From an optimization exercise on the open Yosys and OpenROAD flow, aimed at small area and a short achievable clock period; shortcuts taken in it are not production practice.
The RTL was checked by simulation tests, not by an equivalence proof against the original design.
The flow treats the clock pin as an ideal source, which a real chip does not have.
No activity file was given, so power comes from the tool's default toggle rates.

## job 101
Design alu_top, start of the top module:
module alu_top(
    input             clk,
    input      [31:0] a,
    input      [31:0] b,
    input      [3:0]  aluc,
    output reg [31:0] r,
    output reg        zero,
    output reg        carry,
    output reg        negative,
    output reg        overflow
    );
Size in the first run: roughly 110 I/O pins.
clock: 6.0 ns
lec_check: 0
abc_area: 1
cap_margin: 20
core_margin: 2
core_utilization: 40
setup_slack_margin: 3.25
slew_margin: 20
standard.sh (not shown) runs the stock make flow with config.mk's settings and CLKGATE_MAP_FILE= SYNTH_SCRIPT=/design/flow/synth_recipe.tcl, a recipe that flattens the netlist after the stock synthesis.
==> flow/flow/run.sh <==
#!/bin/bash
# Layout flow: the standard synthesis, then the combinational logic is
# mapped again onto the standard cells with a delay-oriented ABC script (the
# registers, their names and cell types are kept as the standard synthesis
# made them), then the standard layout from floorplan to finish with
# buf_1 port buffers. After clock tree synthesis flow/skew.tcl delays the
# clock of the result registers (useful skew for the paths into them).
# Each tool's output goes to a log file of its own in this folder.
set -euo pipefail
here=$(pwd)
res=$here/orfs/results/${FLOW_PLATFORM}/alu_top/base
lib=$FLOW_HOME/platforms/${FLOW_PLATFORM}/lib/sky130_fd_sc_hd__tt_025C_1v80.lib
yosys_bin=$FLOW_HOME/../tools/install/yosys/bin/yosys
[[ -x $yosys_bin ]] || yosys_bin=yosys

# 1. standard synthesis
bash standard.sh synth > "$here/flow_synth.log" 2>&1

# 2. map the combinational logic again
cp "$res/1_2_yosys.v" "$here/standard_synth.v"
dont_use=""
for c in $(sed -n '/^export DONT_USE_CELLS/,/^#/p' "$FLOW_HOME/platforms/${FLOW_PLATFORM}/config.mk" | grep -o 'sky130_fd_sc_hd__[A-Za-z0-9_]*'); do
  dont_use="$dont_use -dont_use $c"
done
cat > "$here/remap.ys" <<EOS
read_liberty -ignore_miss_func $lib
read_verilog $here/standard_synth.v
hierarchy -top $FLOW_TOP
setattr -mod -set keep_hierarchy 1 sky130_fd_sc_hd__dfxtp_1
flatten
opt_clean -purge
abc -script $here/flow/remap.abc -liberty $lib $dont_use
opt_clean -purge
hilomap -singleton -hicell sky130_fd_sc_hd__conb_1 HI -locell sky130_fd_sc_hd__conb_1 LO
splitnets
opt_clean -purge
select $FLOW_TOP
tee -o $here/remap_stat.txt stat -liberty $lib
write_verilog -noattr -nohex -nodec -selected $here/remap.v
EOS
"$yosys_bin" -s "$here/remap.ys" > "$here/remap.log" 2>&1
cp "$here/remap.v" "$res/1_2_yosys.v"
rm -f "$res/1_synth.odb" "$res/1_synth.sdc"

# 3. standard layout on the new netlist
# Up to clock tree synthesis the repair aims at a slack margin of 2.0 ns
# (the skew added after it gives the result registers more); global routing's
# repair then aims at 3.25 ns with the skew in place.
bash standard.sh "BUFFER_PORTS_ARGS=-buffer_cell sky130_fd_sc_hd__buf_1" "POST_CTS_TCL=$here/flow/skew.tcl" "SETUP_SLACK_MARGIN=2.0" cts > "$here/flow_cts.log" 2>&1
bash standard.sh "BUFFER_PORTS_ARGS=-buffer_cell sky130_fd_sc_hd__buf_1" "POST_CTS_TCL=$here/flow/skew.tcl" "SETUP_SLACK_MARGIN=3.25" finish > "$here/flow_finish.log" 2>&1
==> flow/flow/remap.abc <==
strash
 dch -f
 map
 strash
 dch -f
 map
 topo
 stime -c
 buffer -c
 upsize -c
 dnsize -c
==> flow/flow/skew.tcl <==
# Delay the clock of the result registers (the alu's outputs) behind a delay
# cell and a clock buffer per clock-tree leaf net, giving the paths from the
# operand registers to them more time. Runs as ORFS's POST_CTS_TCL hook.
set skew_cells [expr {[info exists ::env(SKEW_CELLS)] ? $::env(SKEW_CELLS) : "sky130_fd_sc_hd__clkdlybuf4s50_1 sky130_fd_sc_hd__clkbuf_8"}]
set block [ord::get_db_block]
set groups [dict create]
foreach inst [$block getInsts] {
  set name [$inst getName]
  if {[regexp {^(r\\?\[[0-9]+\\?\]|zero|carry|negative|overflow)\$_DFF_P_$} $name]} {
    set net [[$inst findITerm CLK] getNet]
    dict lappend groups [$net getName] $inst
  }
}
set k 0
dict for {netname insts} $groups {
  set net [$block findNet $netname]
  set sx 0; set sy 0; set n 0
  foreach inst $insts {
    set loc [$inst getLocation]
    set sx [expr {$sx + [lindex $loc 0]}]
    set sy [expr {$sy + [lindex $loc 1]}]
    incr n
  }
  set in_net $net
  set j 0
  foreach cell $skew_cells {
    set master [[ord::get_db] findMaster $cell]
    set buf [odb::dbInst_create $block $master skewbuf_${k}_$j]
    set nnet [odb::dbNet_create $block skewnet_${k}_$j]
    $nnet setSigType CLOCK
    [$buf findITerm A] connect $in_net
    [$buf findITerm X] connect $nnet
    $buf setLocation [expr {$sx / $n}] [expr {$sy / $n}]
    $buf setPlacementStatus PLACED
    set in_net $nnet
    incr j
  }
  foreach inst $insts {
    set it [$inst findITerm CLK]
    $it disconnect
    $it connect $in_net
  }
  puts "skew: $n registers on $netname behind $j cells"
  incr k
}
global_connect
detailed_placement
check_placement
Input-level comparison between job 102 and job 101:
- a change of SETUP_SLACK_MARGIN from 3.25 to 3.4
-- flow/flow/run.sh --
<<< job 101, line 46
# Up to clock tree synthesis the repair aims at a slack margin of 2.0 ns
# (the skew added after it gives the result registers more); global routing's
# repair then aims at 3.25 ns with the skew in place.
bash standard.sh "BUFFER_PORTS_ARGS=-buffer_cell sky130_fd_sc_hd__buf_1" "POST_CTS_TCL=$here/flow/skew.tcl" "SETUP_SLACK_MARGIN=2.0" cts > "$here/flow_cts.log" 2>&1
bash standard.sh "BUFFER_PORTS_ARGS=-buffer_cell sky130_fd_sc_hd__buf_1" "POST_CTS_TCL=$here/flow/skew.tcl" "SETUP_SLACK_MARGIN=3.25" finish > "$here/flow_finish.log" 2>&1
>>> job 102, line 46
# Up to clock tree synthesis the repair aims at a slack margin of 2.0 ns
# (the skew added after it gives the result registers more); global routing's
# repair then aims at 3.4 ns with the skew in place.
bash standard.sh "BUFFER_PORTS_ARGS=-buffer_cell sky130_fd_sc_hd__buf_1" "POST_CTS_TCL=$here/flow/skew.tcl" "SETUP_SLACK_MARGIN=2.0" cts > "$here/flow_cts.log" 2>&1
bash standard.sh "BUFFER_PORTS_ARGS=-buffer_cell sky130_fd_sc_hd__buf_1" "POST_CTS_TCL=$here/flow/skew.tcl" "SETUP_SLACK_MARGIN=3.4" finish > "$here/flow_finish.log" 2>&1
Results
Any difference in worst setup slack after layout between job 102 and job 101 is small enough to ignore. Job 102 vs. job 101: sequential share of layout area decreased by 1.1 points relative to the old numbers; maximum frequency was more or less identical. In the metrics for job 101 and job 102, the one carrying the lower design area is job 101. Final clock period utilization by the worst path: job 102 vs job 101 — no meaningful difference. The netlist area before placement of job 101 and that of job 102 are within noise of each other.
[inputs] job 103 vs job 102
- a change of SETUP_SLACK_MARGIN from 3.4 to 3.2
-- flow/flow/run.sh --
<<< job 102, line 4
# registers, their names and cell types are kept as the standard synthesis
# made them), then the standard layout from floorplan to finish with
# buf_1 port buffers. After clock tree synthesis flow/skew.tcl delays the
# clock of the result registers (useful skew for the paths into them).
# Each tool's output goes to a log file of its own in this folder.
set -euo pipefail
>>> job 103, line 4
# registers, their names and cell types are kept as the standard synthesis
# made them), then the standard layout from floorplan to finish with
# buf_1 port buffers.
# Each tool's output goes to a log file of its own in this folder.
set -euo pipefail
<<< job 102, line 44

# 3. standard layout on the new netlist
# Up to clock tree synthesis the repair aims at a slack margin of 2.0 ns
# (the skew added after it gives the result registers more); global routing's
# repair then aims at 3.4 ns with the skew in place.
bash standard.sh "BUFFER_PORTS_ARGS=-buffer_cell sky130_fd_sc_hd__buf_1" "POST_CTS_TCL=$here/flow/skew.tcl" "SETUP_SLACK_MARGIN=2.0" cts > "$here/flow_cts.log" 2>&1
bash standard.sh "BUFFER_PORTS_ARGS=-buffer_cell sky130_fd_sc_hd__buf_1" "POST_CTS_TCL=$here/flow/skew.tcl" "SETUP_SLACK_MARGIN=3.4" finish > "$here/flow_finish.log" 2>&1
>>> job 103, line 43

# 3. standard layout on the new netlist
bash standard.sh "BUFFER_PORTS_ARGS=-buffer_cell sky130_fd_sc_hd__buf_1" finish > "$here/flow_finish.log" 2>&1
==> flow/flow/remap.abc <==
strash
 dch -f
 map
 topo
 stime -c
 buffer -c
 upsize -c
 dnsize -c
removed: flow/flow/skew.tcl
Findings:
Re flip-flop and latch count: no difference whatsoever between job 102 and job 103.
Comparing job 103 and job 102, total power is higher on job 102.
Per the comparison of job 103 with job 102, final core utilization now larger, overall fraction of global-route tracks in use increased by 2.5 points relative to the old numbers.
Job 102 -> job 103: remaining number of nets flagged by the antenna check after routing delta 0, exact match
Re wire length: job 103 and job 102 aren't equal, and the lower value belongs to job 102.
Fmax: job 103 lower than job 102
Compared with job 102, in job 103 sequential cell area share went down by 0.57 points; clock group share of total power fell 6.2 points; final hold slack shows an increase of 0.56 ns.
The inputs of job 104 differ from those of job 103 as listed below.
-- flow/flow/run.sh --
<<< job 103, line 4
# registers, their names and cell types are kept as the standard synthesis
# made them), then the standard layout from floorplan to finish with
# buf_1 port buffers.
# Each tool's output goes to a log file of its own in this folder.
set -euo pipefail
>>> job 104, line 4
# registers, their names and cell types are kept as the standard synthesis
# made them), then the standard layout from floorplan to finish with
# buf_1 port buffers. After clock tree synthesis flow/skew.tcl delays the
# clock of the result registers (useful skew for the paths into them).
# Each tool's output goes to a log file of its own in this folder.
set -euo pipefail
<<< job 103, line 43

# 3. standard layout on the new netlist
bash standard.sh "BUFFER_PORTS_ARGS=-buffer_cell sky130_fd_sc_hd__buf_1" finish > "$here/flow_finish.log" 2>&1
>>> job 104, line 44

# 3. standard layout on the new netlist
# Up to clock tree synthesis the repair aims at a slack margin of 2.4 ns
# (the skew added after it gives the result registers more); global routing's
# repair then aims at 3.2 ns with the skew in place.
bash standard.sh "BUFFER_PORTS_ARGS=-buffer_cell sky130_fd_sc_hd__buf_1" "POST_CTS_TCL=$here/flow/skew.tcl" "SETUP_SLACK_MARGIN=2.4" cts > "$here/flow_cts.log" 2>&1
bash standard.sh "BUFFER_PORTS_ARGS=-buffer_cell sky130_fd_sc_hd__buf_1" "POST_CTS_TCL=$here/flow/skew.tcl" "SETUP_SLACK_MARGIN=3.2" finish > "$here/flow_finish.log" 2>&1
-- flow/flow/remap.abc --
<<< job 103, line 1
strash
 dch -f
 map
>>> job 104, line 1
strash
 dch -f
 map
 strash
 dch -f
 map
==> flow/flow/skew.tcl (new file) <==
# Delay the clock of the result registers (the alu's outputs) behind a delay
# cell and a clock buffer per clock-tree leaf net, giving the paths from the
# operand registers to them more time. Runs as ORFS's POST_CTS_TCL hook.
set skew_cells [expr {[info exists ::env(SKEW_CELLS)] ? $::env(SKEW_CELLS) : "sky130_fd_sc_hd__clkdlybuf4s50_1 sky130_fd_sc_hd__clkbuf_8"}]
set block [ord::get_db_block]
set groups [dict create]
foreach inst [$block getInsts] {
  set name [$inst getName]
  if {[regexp {^(r\\?\[[0-9]+\\?\]|zero|carry|negative|overflow)\$_DFF_P_$} $name]} {
    set net [[$inst findITerm CLK] getNet]
    dict lappend groups [$net getName] $inst
  }
}
set k 0
dict for {netname insts} $groups {
  set net [$block findNet $netname]
  set sx 0; set sy 0; set n 0
  foreach inst $insts {
    set loc [$inst getLocation]
    set sx [expr {$sx + [lindex $loc 0]}]
    set sy [expr {$sy + [lindex $loc 1]}]
    incr n
  }
  set in_net $net
  set j 0
  foreach cell $skew_cells {
    set master [[ord::get_db] findMaster $cell]
    set buf [odb::dbInst_create $block $master skewbuf_${k}_$j]
    set nnet [odb::dbNet_create $block skewnet_${k}_$j]
    $nnet setSigType CLOCK
    [$buf findITerm A] connect $in_net
    [$buf findITerm X] connect $nnet
    $buf setLocation [expr {$sx / $n}] [expr {$sy / $n}]
    $buf setPlacementStatus PLACED
    set in_net $nnet
    incr j
  }
  foreach inst $insts {
    set it [$inst findITerm CLK]
    $it disconnect
    $it connect $in_net
  }
  puts "skew: $n registers on $netname behind $j cells"
  incr k
}
global_connect
detailed_placement
check_placement
Notes after the runs:
A top contributor to total power of clock is what job 104 shows, while combinational logic belongs to job 103.
[job 104 vs job 103] final worst-path cycle share: lower in job 104
Compared with job 103, in job 104 sequential power about even, reported net switching power roughly the same, first-pass GRT wire length fell by about 6%, non-filler instance count after layout -about 2.7%.
Re synthesized area: job 103 and job 104 aren't equal, and the higher value belongs to job 103.
Job 103 vs job 104, highest-delay cell along the critical path: sky130_fd_sc_hd__nor4_4 vs sky130_fd_sc_hd__xor2_1
Job 103 -> job 104: instance count after placement with tap cells included decreased slightly
Leftover overflow at the end of global routing: job 103 vs job 104, no meaningful difference
Looking at critical path arrival across job 103 and job 104, the one that comes out higher is job 104.

## static timing again, ports no longer ideal
No port has a modelled driver above. Below, the same layouts with a new extraction and two added sets of constraints. Step 1 assumes that a clkbuf_16 drives the clock port and a buf_2 every other input. Step 2, shift: input delay + t, output delay - t, t = (earliest + latest rising clock arrival at the registers) / 2. This alone moves slack from input paths to output paths. Three values: no drivers, after step 1, after step 2; two values: the first two.
run | t (ns) | setup slack, ns | hold WS [ns] | clock arrival spread, ns | cell pins on the clock port's net
job 101 | 0.749 | 3.237 / 3.188 / 3.251 | 0.037 / 0.037 / 0.037 | 0.708 / 0.708 | 1
job 102 | 0.748 | 3.238 / 3.188 / 3.317 | 0.026 / 0.026 / 0.026 | 0.709 / 0.709 | 1
job 103 | 0.414 | 2.685 / 2.685 / 2.685 | 0.585 / 0.585 / 0.585 | 0.017 / 0.016 | 1
job 104 | 0.746 | 3.211 / 3.184 / 3.211 | 0.011 / 0.011 / 0.011 | 0.705 / 0.705 | 1
Clock arrivals are far apart in job 101, job 102 and job 104, so t is only a midpoint there and step 2 fits no single register.
